This is an optimization exercise on Yosys and OpenROAD, whose aim is small area, not a production implementation.
The RTL was checked by simulation tests, not by an equivalence proof against the original design.
Power and IR drop assume default switching activity.

Design VS_LR_TOP, start of the top module:
module VS_LR_TOP(
    input CLK,
    input SYS_NRST,
    input BTN_0,
    input BTN_1,
    input UART_RXD,
    output UART_TXD
    );
Size: ~550 cells after synthesis, about 220 flip-flops, roughly 6 I/O pins, ~6600 um2 of cells after synthesis.
export LEC_CHECK = 0
export CAP_MARGIN = 20
export CORE_MARGIN = 2
export CORE_UTILIZATION = 40
export PLACE_DENSITY = 0.6
export SLEW_MARGIN = 20
create_clock -name core_clock -period 10.0 [get_ports {CLK}]
standard.sh (not shown) runs the stock make flow with config.mk's settings and CLKGATE_MAP_FILE= SYNTH_SCRIPT=/design/flow/synth_recipe.tcl, a recipe that flattens the netlist after the stock synthesis.
==> flow/flow/run.sh <==
#!/bin/bash
# Own layout flow: the standard flow (standard.sh) with these changes:
#  - synthesis: the standard script (synth_recipe.tcl) except that abc maps
#    the combinational logic with flow/area.script (flow/synth_area.tcl)
#  - clock tree: no dummy loads, clkbuf_4 buffers, sink clusters of 12
#  - port buffers: buf_1 (the standard flow picks a delay cell)
# Floorplan, power grid, placement and routing are the standard ones.
# make's output goes to standard.log; each tool's log is in orfs/logs/.
set -euo pipefail
W=$PWD
sed "s|SYNTH_SCRIPT=[^ ]*|SYNTH_SCRIPT=$W/flow/synth_area.tcl|" standard.sh > my_standard.sh
grep -q "SYNTH_SCRIPT=$W/flow/synth_area.tcl" my_standard.sh
export AREA_ABC_SCRIPT="$W/flow/area.script"
export CTS_ARGS="-sink_clustering_enable -repair_clock_nets -dont_use_dummy_load -buf_list sky130_fd_sc_hd__clkbuf_4 -sink_clustering_size 12 -sink_clustering_max_diameter 40"
export BUFFER_PORTS_ARGS="-buffer_cell sky130_fd_sc_hd__buf_1"
bash my_standard.sh > standard.log 2>&1
==> flow/flow/area.script <==
&get -n
&st
&deepsyn -T 60
&dch -f
&nf -R 1000 -p -F 8 -A 4 -a
&put
topo
stime -c
dnsize -c
==> flow/flow/synth_area.tcl <==
# synth_recipe.tcl (the standard synthesis) with one change: the final abc
# mapping of the combinational logic uses flow/area.script (area-oriented)
# instead of ORFS's speed script.  Registers, passes, flattening and renaming
# are as in the standard synthesis.
proc synth {args} { yosys synth -nofsm -noshare {*}$args }
proc abc {args} {
  set i [lsearch -exact $args -script]
  if { $i >= 0 } { lset args [expr {$i + 1}] $::env(AREA_ABC_SCRIPT) }
  yosys abc {*}$args
}
source $::env(SCRIPTS_DIR)/synth.tcl
# left out here: clear keep_hierarchy, flatten, clean up, hide names made inside functions, write 1_2_yosys.v
Rerun with:
--- a/flow/design.v
+++ b/flow/design.v
@@ -22,23 +22,23 @@
 always @(posedge CLK, negedge SYS_NRST)
     if (!SYS_NRST) begin
         B0 <= 1'b0; C0 <= 3'd0;
     end
     else if (BTN_0 == B0) C0 <= 3'd0;
     else if (tick) begin
-        if (C0[2] & C0[1]) begin B0 <= BTN_0; C0 <= 3'd0; end
-        else C0 <= C0 + 1'b1;
+        if (C0 == 3'b100) B0 <= ~B0;           
+        C0 <= {C0[1:0], ~(C0[2] ^ C0[1])};     
     end
 always @(posedge CLK, negedge SYS_NRST)
     if (!SYS_NRST) begin
         B1 <= 1'b0; C1 <= 3'd0;
     end
     else if (BTN_1 == B1) C1 <= 3'd0;
     else if (tick) begin
-        if (C1[2] & C1[1]) begin B1 <= BTN_1; C1 <= 3'd0; end
-        else C1 <= C1 + 1'b1;
+        if (C1 == 3'b100) B1 <= ~B1;           
+        C1 <= {C1[1:0], ~(C1[2] ^ C1[1])};     
     end
 reg [4:0] CNT;
 reg TXON;            
 reg RSP;             
 reg [5:0] T;         
 reg [3:0] I;         
@@ -107,13 +107,13 @@
 wire rx_err = rx_done & ~ok;                 
 wire frame_end = TXON & t_end & i11;         
 wire tx_done = frame_end & c30;              
 wire res_go = RSP & ~TXON & pwrap & c29;     
 wire t_go = TXON | (~RSP & ~rx_done & ~i12 & ~(i0 & UART_RXD & ((T == 6'd0) | t_mid)));
 wire [5:0] T_n = (t_go & ~t_end) ? T + tick4 : 6'd0;
-wire [3:0] I_n = (rx_done | frame_end) ? 4'd0 : (t_end & ~i12) ? I + 1'b1 : I;
+wire [3:0] I_n = (rx_done | frame_end) ? 4'd0 : t_end ? I + 1'b1 : I;
 reg [4:0] CNT_n;
 always @(*) begin
     CNT_n = CNT;
     if (TXON) begin
         if (frame_end) CNT_n = c30 ? 5'd20 : msg_last ? 5'd31 : CNT - 1'b1;
     end
Non-clock buffer count went up by 2.
Clock-buffer cell count stays the same.
First-iteration DRC count came out higher by 2.3%.
Final cell count rises by 0.87%.
Fmax is higher by 13%.


VS_LR_TOP again, from the RTL that the note above started with.
clock: 10.0 ns
lec_check: 0
cap_margin: 20
core_margin: 2
core_utilization: 40
place_density: 0.6
slew_margin: 20
==> flow/flow/run.sh <==
#!/bin/bash
# Own layout flow: the standard flow (standard.sh, unchanged synthesis,
# floorplan, power grid, placement, routing), with two settings changed:
#  - clock tree: no dummy loads, clkbuf_8 leaf buffers, sink clusters of 20
#  - port buffers: buf_1 (the standard flow picks a delay cell)
# Each tool's full output goes to standard.log (make) and the ORFS logs in
# orfs/logs/.
set -euo pipefail
export CTS_ARGS="-sink_clustering_enable -repair_clock_nets -dont_use_dummy_load -buf_list sky130_fd_sc_hd__clkbuf_4 -sink_clustering_size 12 -sink_clustering_max_diameter 40"
export BUFFER_PORTS_ARGS="-buffer_cell sky130_fd_sc_hd__buf_1"
bash standard.sh > standard.log 2>&1
Rerun with:
--- a/flow/design.v
+++ b/flow/design.v
@@ -37,39 +37,38 @@
         if (C1[2] & C1[1]) begin B1 <= BTN_1; C1 <= 3'd0; end
         else C1 <= C1 + 1'b1;
     end
 reg [4:0] CNT;
 reg TXON;            
 reg RSP;             
-reg [5:0] T;         
+reg [7:0] T;         
 reg [3:0] I;         
 reg TXD;             
 reg NB;              
 reg [7:0] D;         
 reg PE, FE;          
 reg BR;              
 reg [83:0] ACC;
 reg [83:0] NR;
 assign UART_TXD = TXD;
-wire tick4 = (P[1:0] == 2'b11);
-wire t_end = tick4 & (T == 6'd39);
-wire t_mid = tick4 & (T == 6'd19);
+wire t_end = (T == 8'd159);
+wire t_mid = (T == 8'd79);
 wire [1:0] sel = {FE ^ B0, PE ^ B1};
 wire err = sel[1] | sel[0];
 wire [3:0] lo = D[3:0];
 wire [3:0] hi = D[7:4];
 wire is_dig = (hi == 4'h3) & (lo <= 4'h9);
 wire is_let = ((hi == 4'h4) | (hi == 4'h6)) & (lo != 4'h0) & (lo <= 4'h6);
 wire is_hex = is_dig | is_let;
 wire is_cr = (D == 8'h0D);
 wire is_lf = (D == 8'h0A);
 wire [3:0] hval = D[6] ? {1'b1, lo[2] | (lo[1] & lo[0]), lo[1] ^ lo[0], ~lo[0]} : lo;
 wire ch_ok = (CNT[4:3] != 2'b11) ? is_hex :
              CNT[0] ? is_cr : is_lf;           
-wire rx_act = ~TXON & ((I != 4'd0) | (T != 6'd0));
-wire rx_done = rx_act & UART_RXD & ((I == 4'd11 & t_mid) | (I == 4'd12 & tick4));
+wire rx_act = ~TXON & ((I != 4'd0) | (T != 8'd0));
+wire rx_done = rx_act & UART_RXD & ((I == 4'd11 & t_mid) | (I == 4'd12));
 wire win = (P[6:2] == CNT);
 wire win0 = win & (P[1:0] == 2'b00);
 wire mch_0 = (CNT[0] & CNT[1] & CNT[3] & CNT[4]) | (~CNT[0] & ~CNT[1] & CNT[3] & ~RSP) | (CNT[0] & ~CNT[2] & ~CNT[3]) | (CNT[0] & ~CNT[2] & RSP) | (CNT[1] & ~CNT[2] & RSP) | (~CNT[0] & ~CNT[3] & RSP) | (CNT[0] & CNT[1] & ~CNT[3] & ~CNT[4]) | (CNT[0] & CNT[2] & CNT[3] & sel[0]) | (~CNT[1] & ~CNT[2] & ~CNT[3] & ~sel[0]) | (~CNT[0] & ~CNT[2] & ~CNT[4] & ~sel[0]) | (~CNT[1] & ~CNT[2] & ~CNT[4] & sel[0]);
 wire mch_1 = (~CNT[0] & CNT[1] & CNT[3] & CNT[4]) | (~CNT[0] & CNT[1] & ~CNT[3] & ~RSP) | (~CNT[1] & CNT[3] & CNT[4] & ~RSP) | (~CNT[0] & CNT[2] & CNT[3] & CNT[4]) | (CNT[1] & ~CNT[3] & CNT[4] & ~sel[0] & ~RSP) | (~CNT[0] & ~CNT[1] & CNT[2] & ~CNT[3] & ~sel[0]) | (CNT[0] & CNT[1] & ~CNT[2] & ~CNT[4] & sel[0]) | (~CNT[0] & CNT[1] & ~CNT[2] & sel[0] & sel[1]) | (CNT[1] & CNT[2] & ~CNT[3] & CNT[4] & ~RSP);
 wire mch_2 = (CNT[0] & CNT[1] & CNT[3] & CNT[4]) | (~CNT[0] & ~CNT[1] & ~CNT[2] & CNT[3]) | (CNT[1] & ~CNT[3] & RSP) | (CNT[0] & ~CNT[1] & CNT[2] & ~CNT[4]) | (CNT[0] & ~CNT[2] & RSP) | (CNT[0] & CNT[1] & CNT[3] & ~sel[0]) | (CNT[0] & ~CNT[2] & ~CNT[3] & ~sel[0]) | (~CNT[1] & ~CNT[4] & sel[0] & sel[1]) | (~CNT[0] & ~CNT[1] & CNT[2] & ~CNT[3] & ~sel[0]) | (~CNT[0] & ~CNT[1] & ~CNT[2] & sel[0]) | (~CNT[0] & ~CNT[2] & ~CNT[4] & sel[0] & ~sel[1]);
 wire mch_3 = (CNT[1] & CNT[2] & CNT[3] & CNT[4]) | (~CNT[0] & CNT[1] & CNT[2] & CNT[4]) | (~CNT[0] & ~CNT[1] & ~CNT[2] & CNT[3] & CNT[4]) | (CNT[0] & ~CNT[2] & ~CNT[3] & ~sel[0]) | (CNT[0] & ~CNT[1] & ~CNT[2] & ~CNT[3]) | (CNT[0] & CNT[1] & CNT[2] & CNT[3] & sel[0]) | (CNT[0] & ~CNT[1] & ~CNT[2] & ~CNT[4] & sel[0]);
@@ -105,14 +104,14 @@
 wire c30 = (CNT == 5'd30);
 wire ok = ~err & ch_ok;                      
 wire rx_err = rx_done & ~ok;                 
 wire frame_end = TXON & t_end & i11;         
 wire tx_done = frame_end & c30;              
 wire res_go = RSP & ~TXON & pwrap & c29;     
-wire t_go = TXON | (~RSP & ~rx_done & ~i12 & ~(i0 & UART_RXD & ((T == 6'd0) | t_mid)));
-wire [5:0] T_n = (t_go & ~t_end) ? T + tick4 : 6'd0;
+wire t_go = TXON | (~RSP & ~rx_done & ~i12 & ~(i0 & UART_RXD & ((T == 8'd0) | t_mid)));
+wire [7:0] T_n = (t_go & ~t_end) ? T + 1'b1 : 8'd0;
 wire [3:0] I_n = (rx_done | frame_end) ? 4'd0 : (t_end & ~i12) ? I + 1'b1 : I;
 reg [4:0] CNT_n;
 always @(*) begin
     CNT_n = CNT;
     if (TXON) begin
         if (frame_end) CNT_n = c30 ? 5'd20 : msg_last ? 5'd31 : CNT - 1'b1;
@@ -127,13 +126,13 @@
 end
 always @(posedge CLK, negedge SYS_NRST)
     if (!SYS_NRST) begin
         CNT <= 5'd29;
         TXON <= 1'b0;
         RSP <= 1'b0;
-        T <= 6'd0;
+        T <= 8'd0;
         I <= 4'd0;
         TXD <= 1'b1;
     end
     else begin
         T <= T_n;
         I <= I_n;
Outcome:
- power went up by 0.76%
- cell area climbs by about 1.5%
- register-to-register slack gets worse by 90 ps
- wire length goes up by 1.8%
- clock skew fell by 19 ps
- hold slack gets better by 59 ps
- via count climbs by 1.8%
- maximum frequency came out lower by about 2.7%

==> port drivers added, routing unchanged <==
How much do the figures lean on ideal ports? The routed layouts below were timed once more, with nothing changed but the port constraints.
Step 1 sets driving cells, clkbuf_16 on the clock port and buf_2 on the other inputs (assumed; they add their load-dependent delay and slew).
Step 2 adds t to the input delays and takes it off the output delays; t is the mean of the earliest and latest rising clock arrival at the registers after step 1. Input paths then give back, and output paths get back, about the clock's delay inside the block.
Slacks: ideal / step 1 / step 2; pairs: ideal / step 1.
| run | shift t [ns] | setup slack, ns | worst hold slack (ns) |
|---|---|---|---|
| the first run of note 1 | 0.617 | 6.030 / 6.030 / 6.030 | 0.302 / 0.302 / 0.302 |
| the second run of note 1 | 0.621 | 6.476 / 6.476 / 6.223 | 0.306 / 0.306 / 0.306 |
| the first run of note 2 | 0.600 | 6.752 / 6.728 / 6.336 | 0.241 / 0.241 / 0.241 |
| the second run of note 2 | 0.609 | 6.663 / 6.663 / 6.575 | 0.300 / 0.300 / 0.300 |
After both steps every run listed still meets setup and hold. For the first run of note 2, which loses most, drivers alone change the setup slack by -0.024 ns; drivers and shift together by -0.416 ns.
